Background: an optimization exercise with open tools, aiming at small area and a short achievable clock period. Do not read the settings as production practice.
RTL that was checked went through simulation tests only; none was proved equivalent to the original.
No activity file was given, so power comes from the tool's default toggle rates.

==> flow/design.v (excerpt) <==
module desiredDrive_reg(
    input clk, rst_n,
    input [11:0] avg_torque,
    input [4:0] cadence,
    input not_pedaling,
    input [12:0] incline,
    input [2:0] scale,
    output logic [11:0] target_curr
);
clock: 13.0 ns
lec_check: 0
cap_margin: 20
core_margin: 2
core_utilization: 40
cts_buf_list: sky130_fd_sc_hd__clkbuf_4 sky130_fd_sc_hd__clkbuf_8
slew_margin: 20
tns_end_percent: 5
standard.sh (not shown) runs the stock make flow with config.mk's settings and CLKGATE_MAP_FILE= SYNTH_SCRIPT=/design/flow/synth_recipe.tcl, a recipe that flattens the netlist after the stock synthesis.
==> flow/flow/run.sh <==
#!/bin/bash
# Layout flow: the standard flow (standard.sh), with these changes:
#  - synthesis: Yosys's generic "synth -run fine:" step skips its early ABC
#    pass (-noabc), so that extract_fa sees the RTL's full adders as written
#    (without the input/output inversions that pass puts around them), and
#    extract_fa leaves the carry-propagate adders (instances u_cpa_*) to the
#    final ABC mapping instead of building them from adder cells; the rest of
#    synthesis (dfflibmap, flatten, renaming) is as in the standard flow's synthesis, but
#    the final ABC mapping runs flow/map.abc, a delay-oriented mapping without
#    ABC's own buffering and sizing (OpenROAD's repair sizes the cells later);
#  - the port buffers are PORT_BUF cells;
#  - ORFS's timing repair aims for SETUP_MARGIN ns of setup slack.
# The SDC, the clock period and every other step are the standard flow's.
set -euo pipefail
HERE=$(pwd)
SETUP_MARGIN=8.0
PORT_BUF=sky130_fd_sc_hd__buf_1
# ORFS's synth.tcl with the changes
sed -e 's/synth -top \$::env(DESIGN_NAME) -run fine: {\*}\$synth_full_args/synth -top $::env(DESIGN_NAME) -run fine: -noabc {*}$synth_full_args/' \
    -e 's/extract_fa {\*}\[dont_use_extract_fa_args\]/extract_fa {*}[dont_use_extract_fa_args] c:* c:*u_cpa_* %d/' \
    -e "s#^  log_cmd abc {\*}\\\$abc_args\$#  log_cmd abc {*}[lreplace \$abc_args 1 1 $HERE/flow/map.abc]#" \
    "$FLOW_HOME/scripts/synth.tcl" > "$HERE/synth_changed.tcl"
grep -q -F -- '-run fine: -noabc' "$HERE/synth_changed.tcl"
grep -q -F -- 'extract_fa {*}[dont_use_extract_fa_args] c:* c:*u_cpa_* %d' "$HERE/synth_changed.tcl"
grep -q -F -- "log_cmd abc {*}[lreplace \$abc_args 1 1 $HERE/flow/map.abc]" "$HERE/synth_changed.tcl"
# The standard flow's synthesis wrapper, sourcing the changed synth.tcl
sed "s#source \$::env(SCRIPTS_DIR)/synth.tcl#source $HERE/synth_changed.tcl#" synth_recipe.tcl > "$HERE/flow_synth.tcl"
grep -q -F "source $HERE/synth_changed.tcl" "$HERE/flow_synth.tcl"
# The standard.sh, pointed at that wrapper
sed "s#SYNTH_SCRIPT=[^ ]*#SYNTH_SCRIPT=$HERE/flow_synth.tcl#" standard.sh > "$HERE/flow_standard.sh"
grep -q -F "SYNTH_SCRIPT=$HERE/flow_synth.tcl" "$HERE/flow_standard.sh"
bash "$HERE/flow_standard.sh" SETUP_SLACK_MARGIN=$SETUP_MARGIN \
    "BUFFER_PORTS_ARGS=-buffer_cell $PORT_BUF" finish > "$HERE/flow_make.log" 2>&1
==> flow/flow/map.abc <==
strash
dch
map -B 0.9
topo
stime -c
==> next run, changes <==
--- a/flow/design.v
+++ b/flow/design.v
@@ -357,30 +357,33 @@
 endmodule
 module desiredDrive(
     input [11:0] avg_torque,
     input [4:0] cadence,
     input not_pedaling,
     input [12:0] incline,
     input [2:0] scale,
     output [14:0] ts_prod,
-    output [14:0] ic_prod,
-    output ic_hi
+    output [14:0] ic_prod
 );
 logic torque_ge;
 assign torque_ge = avg_torque[11] | avg_torque[10] | (avg_torque[9] & avg_torque[8] & avg_torque[7]);
 logic [11:0] torque_pos;
 assign torque_pos = {avg_torque[11:7] - 5'd7, avg_torque[6:0]};
 logic inc_hi, inc_lo;
 assign inc_hi = ~incline[12] & (|incline[11:8]);
 assign inc_lo = incline[12] & ~(&incline[11:8]);
 logic [8:0] incline_factor_lo;
 assign incline_factor_lo = {~incline[8], incline[7:0]};
+logic [8:0] incline_factor_limit;
+assign incline_factor_limit = incline_factor_lo | {9{inc_hi}};
 logic active;
 assign active = (|cadence[4:1]) & ~not_pedaling & torque_ge & ~inc_lo;
+logic [2:0] scale_g;
+assign scale_g = active ? scale : 3'h0;
 wire a_p1 = torque_pos[0] & scale[0];
 wire a_p2 = torque_pos[0] & scale[1];
 wire a_p3 = torque_pos[0] & scale[2];
 wire a_p4 = torque_pos[1] & scale[0];
 wire a_p5 = torque_pos[1] & scale[1];
 wire a_p6 = torque_pos[1] & scale[2];
 wire a_p7 = torque_pos[2] & scale[0];
 wire a_p8 = torque_pos[2] & scale[1];
@@ -542,55 +545,52 @@
 wire a_s163 = a_s127 ^ a_c142 ^ a_s143;
 wire a_c164 = (a_s127 & a_c142) | (a_s127 & a_s143) | (a_c142 & a_s143);
 wire a_s165 = a_c128 ^ a_c144 ^ a_s145;
 wire a_c166 = (a_c128 & a_c144) | (a_c128 & a_s145) | (a_c144 & a_s145);
 wire a_s167 = incline_factor_lo[7] ^ a_p104 ^ a_c146;
 wire a_c168 = (incline_factor_lo[7] & a_p104) | (incline_factor_lo[7] & a_c146) | (a_p104 & a_c146);
 wire [14:0] a_q169;
 cpa_ic u_cpa_ic(.a({1'b0, incline_factor_lo[8], a_c166, a_c164, a_c162, a_c160, a_c158, a_c156, a_c154, a_c152, a_c150, a_c148, a_p70, a_p61, a_p60}), .b({1'b0, a_c168, a_s167, a_s165, a_s163, a_s161, a_s159, a_s157, a_s155, a_s153, a_s151, a_s149, a_s147, a_p65, 1'b0}), .s(a_q169));
+logic [5:0] cf_m1;
+assign cf_m1 = {1'b1, cadence} - 6'd1;
+logic [14:0] ic_lo_prod;
+assign ic_lo_prod = {a_q169[14], a_q169[13], a_q169[12], a_q169[11], a_q169[10], a_q169[9], a_q169[8], a_q169[7], a_q169[6], a_q169[5], a_q169[4], a_q169[3], a_q169[2], a_q169[1], a_q169[0]};
+logic [14:0] ic_sel;
+assign ic_sel = inc_hi ? {cf_m1, 3'b111, ~cf_m1} : ic_lo_prod;
 assign ts_prod = {15{active}} & {a_q59[14], a_q59[13], a_q59[12], a_q59[11], a_q59[10], a_q59[9], a_q59[8], a_q59[7], a_q59[6], a_q59[5], a_q59[4], a_q59[3], a_q59[2], a_q59[1], a_q59[0]};
-assign ic_prod = {a_q169[14], a_q169[13], a_q169[12], a_q169[11], a_q169[10], a_q169[9], a_q169[8], a_q169[7], a_q169[6], a_q169[5], a_q169[4], a_q169[3], a_q169[2], a_q169[1], a_q169[0]};
-assign ic_hi = inc_hi;
+assign ic_prod = {ic_sel[14], ic_sel[13], ic_sel[12], ic_sel[11], ic_sel[10], ic_sel[9], ic_sel[8], ic_sel[7], ic_sel[6], ic_sel[5], ic_sel[4], ic_sel[3], ic_sel[2], ic_sel[1], ic_sel[0]};
 endmodule
 module desiredDrive_reg(
     input clk, rst_n,
     input [11:0] avg_torque,
     input [4:0] cadence,
     input not_pedaling,
     input [12:0] incline,
     input [2:0] scale,
     output logic [11:0] target_curr
 );
 logic [14:0] ts_nxt, ic_nxt;
-logic ic_hi;
 logic [14:0] ts_rn, ic_rn;
 desiredDrive iDD(.avg_torque(avg_torque), .cadence(cadence), .not_pedaling(not_pedaling),
-                 .incline(incline), .scale(scale), .ts_prod(ts_nxt), .ic_prod(ic_nxt),
-                 .ic_hi(ic_hi));
-logic ic_hi_r;
-logic [4:0] cad_r;
+                 .incline(incline), .scale(scale), .ts_prod(ts_nxt), .ic_prod(ic_nxt));
 always_ff @(posedge clk) begin
     ts_rn <= ~ts_nxt;
     ic_rn <= ~ic_nxt;
-    ic_hi_r <= ic_hi;
-    cad_r <= cadence;
 end
 logic valid;
 always_ff @(posedge clk, negedge rst_n) begin
     if (!rst_n)
         valid <= 1'b0;
     else
         valid <= 1'b1;
 end
-logic [5:0] cf_m1;
-assign cf_m1 = {1'b1, cad_r} - 6'd1;
 logic [14:0] ts_r, ic_r;
 assign ts_r = ~ts_rn;
-assign ic_r = ic_hi_r ? {cf_m1, 3'b111, ~cf_m1} : ~ic_rn;
+assign ic_r = ~ic_rn;
 wire b_p1 = ts_r[0] & ic_r[0];
 wire b_p2 = ts_r[0] & ic_r[1];
 wire b_p3 = ts_r[0] & ic_r[2];
 wire b_p4 = ts_r[0] & ic_r[3];
 wire b_p5 = ts_r[0] & ic_r[4];
 wire b_p6 = ts_r[0] & ic_r[5];
 wire b_p7 = ts_r[0] & ic_r[6];
 wire b_p8 = ts_r[0] & ic_r[7];
After rerunning:
- sequential power came out higher by 19%
- utilization came out lower by 0.49 points
- cell area came out lower by about 1.4%
- non-clock buffer count came out lower by 10
- global-route usage came out higher by 0.36 points
- register-to-register slack improves by 0.37 ns
- worst hold slack degrades by 0.015 ns
- total power came out lower by about 1%
- worst setup slack improves by 0.10 ns
For the first run of this note, only the layout was checked, not whether the RTL still works.

[re-timing with driven ports]
The results above use ideal ports. As a check the final layouts listed here were re-extracted and re-timed, cells and wires unchanged.
Step 1 assumes that a clkbuf_16 drives the clock port and a buf_2 every other input.
Step 2 adds t to the input delays and takes it off the output delays; t is the mean of the earliest and latest rising clock arrival at the registers after step 1. Input paths then give back, and output paths get back, about the clock's delay inside the block.
Slacks: ideal ports / drivers / drivers and shift; pairs: ideal ports / drivers.
run | t, ns | slack for setup (ns) | worst setup path at the end | slew at the worst register clock pin (ns) | cell pins on the clock port's net
the first run | 0.369 | 7.634 / 7.634 / 7.349 | input to register | 0.10 / 0.10 | 1
the second run | 0.360 | 7.734 / 7.719 / 7.359 | input to register | 0.09 / 0.09 | 1
After both steps every run listed still meets setup and hold. For the second run, which loses most, drivers alone change the setup slack by -0.015 ns; drivers and shift together by -0.375 ns.
